What follows belongs to an exercise in optimizing a design on an open flow for small area and a short achievable clock period; a production flow would make more cautious choices.

Setup of the baseline:
==> module eq_gmux13, before the edit <==
module eq_gmux13 (
    input [12:0] sel,
    input [23:0] d0, d1, d2, d3, d4, d5, d6, d7, d8, d9, d10, d11, d12,
    output [23:0] y
);
assign y =
      ({24{sel[0]}}  & d0)  | ({24{sel[1]}}  & d1)  | ({24{sel[2]}}  & d2)
    | ({24{sel[3]}}  & d3)  | ({24{sel[4]}}  & d4)  | ({24{sel[5]}}  & d5)
    | ({24{sel[6]}}  & d6)  | ({24{sel[7]}}  & d7)  | ({24{sel[8]}}  & d8)
    | ({24{sel[9]}}  & d9)  | ({24{sel[10]}} & d10) | ({24{sel[11]}} & d11)
    | ({24{sel[12]}} & d12);
endmodule
export LEC_CHECK = 0
export CAP_MARGIN = 20
export CORE_MARGIN = 2
export CORE_UTILIZATION = 45
export CTS_CLUSTER_DIAMETER = 80
export CTS_CLUSTER_SIZE = 20
export PLACE_DENSITY = 0.6
export SLEW_MARGIN = 20
export SYNTH_HIERARCHICAL = 1
create_clock -name core_clock -period 10.0 [get_ports {aclk}]
standard.sh (not shown) runs the stock make flow with config.mk's settings and CLKGATE_MAP_FILE= SYNTH_SCRIPT=/design/flow/synth_recipe.tcl, a recipe that flattens the netlist after the stock synthesis.
==> flow/flow/run.sh <==
#!/bin/bash
set -euo pipefail
MARGIN=$(cat flow/margin.txt)
bash standard.sh SETUP_SLACK_MARGIN=$MARGIN \
  "BUFFER_PORTS_ARGS=-buffer_cell sky130_fd_sc_hd__buf_1" finish > make_finish.log 2>&1
==> flow/flow/margin.txt <==
7
What the candidate does differently from the baseline at the input level:
diff --git a/flow/design.v b/flow/design.v
--- a/flow/design.v
+++ b/flow/design.v
@@ -1364,14 +1364,21 @@
     input [12:0] sel,
     input [23:0] d0, d1, d2, d3, d4, d5, d6, d7, d8, d9, d10, d11, d12,
     output [23:0] y
 );
-assign y =
-      ({24{sel[0]}}  & d0)  | ({24{sel[1]}}  & d1)  | ({24{sel[2]}}  & d2)
-    | ({24{sel[3]}}  & d3)  | ({24{sel[4]}}  & d4)  | ({24{sel[5]}}  & d5)
-    | ({24{sel[6]}}  & d6)  | ({24{sel[7]}}  & d7)  | ({24{sel[8]}}  & d8)
-    | ({24{sel[9]}}  & d9)  | ({24{sel[10]}} & d10) | ({24{sel[11]}} & d11)
-    | ({24{sel[12]}} & d12);
+genvar i;
+generate for (i = 0; i < 24; i = i + 1) begin : g_bit
+    wire na, nb, nc, nd, ne;
+    eq_aoi222 u_a (.a1(sel[0]), .a2(d0[i]), .b1(sel[1]), .b2(d1[i]), .c1(sel[2]), .c2(d2[i]), .y(na));
+    eq_aoi222 u_b (.a1(sel[3]), .a2(d3[i]), .b1(sel[4]), .b2(d4[i]), .c1(sel[5]), .c2(d5[i]), .y(nb));
+    eq_aoi222 u_c (.a1(sel[6]), .a2(d6[i]), .b1(sel[7]), .b2(d7[i]), .c1(sel[8]), .c2(d8[i]), .y(nc));
+    eq_aoi222 u_d (.a1(sel[9]), .a2(d9[i]), .b1(sel[10]), .b2(d10[i]), .c1(sel[11]), .c2(d11[i]), .y(nd));
+    assign ne = ~(sel[12] & d12[i]);
+    assign y[i] = ~(na & nb & nc & nd & ne);
+end endgenerate
+endmodule
+module eq_aoi222 (input a1, input a2, input b1, input b2, input c1, input c2, output y);
+assign y = ~((a1 & a2) | (b1 & b2) | (c1 & c2));
 endmodule
 module eq_fa (input a, input b, input c, output s, output co);
 assign s = a ^ b ^ c;
 assign co = (a & b) | (a & c) | (b & c);
--- outcome ---
- Re number of flip-flops and latches: no difference whatsoever between the candidate and the baseline.
- Any difference in combined flip-flop and latch cell area between the baseline and the candidate is small enough to ignore.
- A worst setup path startpoint of my_reg3[9] is what the candidate shows, while re_two[1] belongs to the baseline.
- Taking the baseline as the reference, in the candidate number of standard cells in the layout, taps in and fillers out -about 2.8%; count of cell instances traversed by the critical path moved down; core utilization grew by 0.70 points; maximum achievable frequency -0.75%.
- When the final numbers for the baseline and the candidate were put side by side, the post-CTS setup-driven buffer insertion count turned out to be greater in the candidate.
No functional check of the RTL was part of any run of this note.

==> port drivers added, routing unchanged <==
No port has a modelled driver above. Below, the same layouts with a new extraction and two added sets of constraints. Step 1, drivers: a clkbuf_16 drives aclk and a buf_2 each remaining input, both assumed. Step 2 also shifts input and output timing later by t, the mid clock arrival at the registers, as if the neighbouring blocks saw the same clock. Three values: no drivers, after step 1, after step 2; two values: the first two.
run | shift t [ns] | slack for setup (ns) | pins driven straight from the clock port
the baseline | 0.566 | 6.995 / 6.971 / 6.588 | 1
the candidate | 0.590 | 6.972 / 6.929 / 6.347 | 1
After both steps every run listed still meets setup and hold. The setup slack of the candidate, which loses most, moves by -0.043 ns with the drivers and by -0.625 ns with both steps.
